What follows belongs to an exercise in optimizing a design on an open flow for small area; a production flow would make more cautious choices. The RTL was checked by simulation tests, not by an equivalence proof against the original design. No driver is modelled on the clock port, so clocking that relies on it looks cheaper here than on a real chip. Power and IR drop assume default switching activity.

Setup of build 16:
==> flow/design.v (excerpt) <==
module ac4e6_board (
	input wire clk50,
	input wire [3:0] key,
	input wire [7:0] switch,
	input wire ps2_data,
	input wire ps2_sdck,
	input wire ch340_rx,
	output wire ch340_tx,
	output wire buzzer,
	output wire [7:0] led_segments,
	output wire [7:0] led_enable,
	output wire [2:0] vga_rgb,
	output wire vga_hsync,
	output wire vga_vsync,
	output wire [11:0] led
);
clock: 20.0 ns
lec_check: 0
cap_margin: 20
core_margin: 2
core_utilization: 80
slew_margin: 20
standard.sh (not shown) runs the stock make flow with config.mk's settings and CLKGATE_MAP_FILE= SYNTH_SCRIPT=/design/flow/synth_recipe.tcl, a recipe that flattens the netlist after the stock synthesis.
==> flow/flow/run.sh <==
#!/bin/bash
# The standard ORFS layout (standard.sh: synthesis, floorplan, power grid,
# placement and routing), with these changes:
#  - after the standard synthesis, its combinational cells are mapped again
#    for area by flow/remap.sh (flip-flops and tie cells kept as they are);
#    the standard netlist is kept as 1_2_yosys_standard.v,
#  - clock tree: clkbuf_4 buffers and no dummy loads; afterwards each leaf
#    clock buffer gets the smallest clkbuf size that keeps its flip-flop clock
#    pins' slew under 95 ps, and every other cell is given the smallest
#    equivalent cell that keeps timing and slew/capacitance limits
#    (flow/post_cts.tcl, run as ORFS's POST_CTS_TCL),
#  - port buffers: buf_1 cells,
#  - constant outputs: one tie cell per value instead of one per port.
# The make output goes to standard_flow.log; ORFS's per-step logs are under orfs/logs.
set -euo pipefail
export CTS_ARGS="-sink_clustering_enable -repair_clock_nets -dont_use_dummy_load -buf_list sky130_fd_sc_hd__clkbuf_4"
export POST_CTS_TCL="$(pwd)/flow/post_cts.tcl"
export BUFFER_PORTS_ARGS="-buffer_cell sky130_fd_sc_hd__buf_1"
export SKIP_REPAIR_TIE_FANOUT=1
R=$(pwd)/orfs/results/sky130hd/ac4e6_board/base
bash standard.sh "$R/1_2_yosys.v" > standard_synth.log 2>&1
cp "$R/1_2_yosys.v" "$R/1_2_yosys_standard.v"
bash flow/remap.sh "$R/1_2_yosys_standard.v" "$R/1_2_yosys.v" > remap.log 2>&1
bash standard.sh finish > standard_flow.log 2>&1
==> flow/flow/remap.sh <==
#!/bin/bash
# remap.sh IN.v OUT.v: re-map the combinational logic of the standard
# synthesis netlist IN.v with Yosys's ABC and write OUT.v. The flip-flops and
# tie cells are kept as they are (same instances, names and cell types);
# every other cell is read as its liberty function and mapped again: ABC
# restructures it (&deepsyn, 60 s) and maps it to the library (&dch, &nf).
# &deepsyn is run with eight random seeds, four at a time, and the smallest result is kept.
# Each run's Yosys output goes to remap_<seed>.log in the current folder.
set -euo pipefail
IN=$1; OUT=$2
LIB=${FLOW_HOME:-/OpenROAD-flow-scripts/flow}/platforms/sky130hd/lib/sky130_fd_sc_hd__tt_025C_1v80.lib
YOSYS=${FLOW_HOME:-/OpenROAD-flow-scripts/flow}/../tools/install/yosys/bin/yosys
[[ -x $YOSYS ]] || YOSYS=yosys
DU="-dont_use *probe* -dont_use *lpflow* -dont_use *clkbuf* -dont_use *clkinv* -dont_use *clkdly* -dont_use *dlygate* -dont_use *dlymetal* -dont_use *bufbuf* -dont_use *_16 -dont_use *_12"

run_seed() {
$YOSYS -p "
read_liberty -ignore_miss_func $LIB
read_verilog -sv $IN
hierarchy -top ac4e6_board
blackbox sky130_fd_sc_hd__*df* sky130_fd_sc_hd__*dl* sky130_fd_sc_hd__conb_1
flatten
opt_clean -purge
abc -liberty $LIB $DU -script +strash;&get,-n;&deepsyn,-T,60,-S,$1;&put;&get,-n;&dch,-f;&nf,-R,1000;&put
opt_clean -purge
setundef -zero
splitnets
hilomap -singleton -hicell sky130_fd_sc_hd__conb_1 HI -locell sky130_fd_sc_hd__conb_1 LO
insbuf -buf sky130_fd_sc_hd__buf_1 A X
opt_clean -purge
read_liberty -overwrite -lib $LIB
hierarchy -top ac4e6_board
tee -o remap_$1.area stat -liberty $LIB
check -assert -mapped
write_verilog -noattr -nohex -nodec $OUT.$1
" > remap_$1.log 2>&1
}

for s in 1 2 3 4; do run_seed $s & done
wait
for s in 5 6 7 8; do run_seed $s & done
wait
best=""; best_area=""
for s in 1 2 3 4 5 6 7 8; do
  [[ -f $OUT.$s ]] || continue
  a=$(grep "Chip area" remap_$s.area | awk '{print $NF}')
  echo "remap: seed $s area $a"
  if [[ -z $best ]] || awk "BEGIN{exit !($a < $best_area)}"; then best=$s; best_area=$a; fi
done
if [[ -z $best ]]; then
  echo "remap: no result, using the standard netlist"
  cp "$IN" "$OUT"
  exit 0
fi
echo "remap: using seed $best"
cp "$OUT.$best" "$OUT"

# Prove the new netlist equivalent to the standard one (flip-flops cut, same
# names on both sides); keep the standard netlist if the proof fails.
if ! $YOSYS -p "
read_liberty -ignore_miss_func $LIB
blackbox sky130_fd_sc_hd__*df* sky130_fd_sc_hd__*dl* sky130_fd_sc_hd__conb_1
read_verilog -sv $IN
rename ac4e6_board gold
read_verilog -sv $OUT
rename ac4e6_board gate
flatten gold gate
opt_clean
equiv_make gold gate eq
hierarchy -top eq
equiv_simple
equiv_induct
equiv_status -assert
" > remap_equiv.log 2>&1; then
  echo "remap: equivalence not proven, using the standard netlist"
  cp "$IN" "$OUT"
else
  echo "remap: equivalence proven"
fi
Other scripts of this flow, unchanged in this note and not shown: flow/flow/post_cts.tcl
> inputs changed (build 16 -> build 71)
--- a/flow/flow/remap.sh
+++ b/flow/flow/remap.sh
@@ -4,5 +4,5 @@
 # tie cells are kept as they are (same instances, names and cell types);
 # every other cell is read as its liberty function and mapped again: ABC
-# restructures it (&deepsyn, 60 s) and maps it to the library (&dch, &nf).
+# restructures it (&deepsyn, 30 s) and maps it to the library (&dch, &nf).
 # &deepsyn is run with eight random seeds, four at a time, and the smallest result is kept.
 # Each run's Yosys output goes to remap_<seed>.log in the current folder.
@@ -22,5 +22,5 @@
 flatten
 opt_clean -purge
-abc -liberty $LIB $DU -script +strash;&get,-n;&deepsyn,-T,60,-S,$1;&put;&get,-n;&dch,-f;&nf,-R,1000;&put
+abc -liberty $LIB $DU -script +strash;&get,-n;&deepsyn,-T,30,-S,$1;&put;&get,-n;&dch,-f;&nf,-R,1000;&put
 opt_clean -purge
 setundef -zero
--- outcome ---
- Build 71 ended with more met1 routed wirelength after detailed routing than build 16.
- Final worst-path cycle share was lower in build 71 than in build 16.
- For the final period demand of the worst path, build 71 came in 0.44 ns lower than build 16 did.
- Re top fanout value on the critical path: build 71 is 2 up on build 16.
- Compared with build 16, build 71 shows a lower inverter count.
- As far as synthesized area is concerned, build 71 and build 16 perform about the same.
- Compared build 16 against build 71; sequential share of layout area within noise.
- Diff build 16 -> build 71: die area level; average cell area after synthesis level; clock latency reported for the late side of the worst-skew pair moved down.
Changes in build 40 relative to build 71:
# build 71
export LEC_CHECK = 0
export CAP_MARGIN = 20
export CORE_MARGIN = 2
export CORE_UTILIZATION = 80
export SLEW_MARGIN = 20
create_clock -name core_clock -period 20.0 [get_ports {clk50}]
# build 40
export LEC_CHECK = 0
export CAP_MARGIN = 20
export CORE_MARGIN = 2
export CORE_UTILIZATION = 70
export SLEW_MARGIN = 20
create_clock -name core_clock -period 20.0 [get_ports {clk50}]
--- a/flow/flow/remap.sh
+++ b/flow/flow/remap.sh
@@ -5,5 +5,5 @@
 # every other cell is read as its liberty function and mapped again: ABC
 # restructures it (&deepsyn, 30 s) and maps it to the library (&dch, &nf).
-# &deepsyn is run with eight random seeds, four at a time, and the smallest result is kept.
+# &deepsyn is run with four random seeds and the smallest result is kept.
 # Each run's Yosys output goes to remap_<seed>.log in the current folder.
 set -euo pipefail
@@ -39,8 +39,6 @@
 for s in 1 2 3 4; do run_seed $s & done
 wait
-for s in 5 6 7 8; do run_seed $s & done
-wait
 best=""; best_area=""
-for s in 1 2 3 4 5 6 7 8; do
+for s in 1 2 3 4; do
   [[ -f $OUT.$s ]] || continue
   a=$(grep "Chip area" remap_$s.area | awk '{print $NF}')
--- outcome ---
Changes observed in build 40 relative to build 71: maximum frequency +0.88%, met1 routing resource usage after global routing moved down, combinational fraction of design power went down 0.6 points, endpoint arrival time on the critical path has decreased, flip-flop and latch count neither gained nor lost much. Summary of build 40 over build 71: leakage power total comparable; starting density of the core now smaller; overall routed net length went down; power density of the placed cells now sits at about the same level. Compared with build 71, in build 40 final period demand of the worst path has decreased, area growth from synthesis to layout now sits higher.
#### Input delta (build 65 over build 40)
==> flow/flow/remap.sh <==
#!/bin/bash
# remap.sh IN.v OUT.v: re-map the combinational logic of the standard
# synthesis netlist IN.v with Yosys's ABC (default, area-oriented script) and
# write OUT.v. The flip-flops and tie cells are kept as they are (same
# instances, names and cell types); every other cell is read as its liberty
# function and mapped again: ABC restructures it (&deepsyn, 30 s) and maps
# it to the library (&dch, &nf).
set -euo pipefail
IN=$1; OUT=$2
LIB=${FLOW_HOME:-/OpenROAD-flow-scripts/flow}/platforms/sky130hd/lib/sky130_fd_sc_hd__tt_025C_1v80.lib
YOSYS=${FLOW_HOME:-/OpenROAD-flow-scripts/flow}/../tools/install/yosys/bin/yosys
[[ -x $YOSYS ]] || YOSYS=yosys
DU="-dont_use *probe* -dont_use *lpflow* -dont_use *clkbuf* -dont_use *clkinv* -dont_use *clkdly* -dont_use *dlygate* -dont_use *dlymetal* -dont_use *bufbuf* -dont_use *_16 -dont_use *_12"
$YOSYS -p "
read_liberty -ignore_miss_func $LIB
read_verilog -sv $IN
hierarchy -top ac4e6_board
blackbox sky130_fd_sc_hd__*df* sky130_fd_sc_hd__*dl* sky130_fd_sc_hd__conb_1
flatten
opt_clean -purge
abc -liberty $LIB $DU -script +strash;&get,-n;&deepsyn,-T,30;&put;&get,-n;&dch,-f;&nf,-R,1000;&put
opt_clean -purge
setundef -zero
splitnets
hilomap -singleton -hicell sky130_fd_sc_hd__conb_1 HI -locell sky130_fd_sc_hd__conb_1 LO
insbuf -buf sky130_fd_sc_hd__buf_1 A X
opt_clean -purge
read_liberty -overwrite -lib $LIB
hierarchy -top ac4e6_board
stat -liberty $LIB
check -assert -mapped
write_verilog -noattr -nohex -nodec $OUT
"

# Prove the new netlist equivalent to the standard one (flip-flops cut, same
# names on both sides); keep the standard netlist if the proof fails.
if ! $YOSYS -p "
read_liberty -ignore_miss_func $LIB
blackbox sky130_fd_sc_hd__*df* sky130_fd_sc_hd__*dl* sky130_fd_sc_hd__conb_1
read_verilog -sv $IN
rename ac4e6_board gold
read_verilog -sv $OUT
rename ac4e6_board gate
flatten gold gate
opt_clean
equiv_make gold gate eq
hierarchy -top eq
equiv_simple
equiv_induct
equiv_status -assert
"; then
  echo "remap: equivalence not proven, using the standard netlist"
  cp "$IN" "$OUT"
fi
--- outcome ---
Cmp build 65 vs build 40: wire length after detailed routing higher in build 65
Between build 40 and build 65, post-placement cell count is higher for build 40, build 65 comes in under that.
Delta (build 65 minus build 40): total internal power picked up an extra about 0.8%, global-route wire length before repair has increased, layout filler cell count about even, final area increased by 0.59% relative to the old numbers.
Build 65 — total power after layout 1.1% higher, build 40 as reference
Re number of antenna violations at the first check in global routing: no difference whatsoever between build 40 and build 65.
Compared with build 40, build 65 instantiates a smaller number of cells.
Slack of the critical path: build 40 and build 65 compared, lower one is build 65
Across both runs, portion of the clock cycle consumed by the worst path in the final layout was higher for build 65 than for build 40.

-- re-timing with driven ports --
The flow's constraints put no driver on any port. The routed layouts listed below were extracted and timed again, unchanged, in two steps.
Step 1: set_driving_cell puts a clkbuf_16 on clk50 and a buf_2 on each other input, an assumption about the parent block.
Step 2, shift: input delay + t, output delay - t, t = (earliest + latest rising clock arrival at the registers) / 2. This alone moves slack from input paths to output paths.
a / b / c = ideal ports / drivers / drivers and shift; a / b = the first two.
run	t, ns	setup WS [ns]	hold WS [ns]	clock arrival spread, ns	pins driven straight from the clock port
build 16	0.520	12.308 / 12.278 / 12.799	0.342 / 0.342 / 0.342	0.046 / 0.047	1
build 71	0.490	12.748 / 12.725 / 13.215	0.341 / 0.341 / 0.341	0.044 / 0.044	1
build 40	0.506	12.811 / 12.787 / 13.292	0.356 / 0.356 / 0.356	0.053 / 0.053	1
build 65	0.498	12.037 / 12.008 / 12.506	0.324 / 0.324 / 0.324	0.052 / 0.052	1
After both steps every run listed still meets setup and hold.
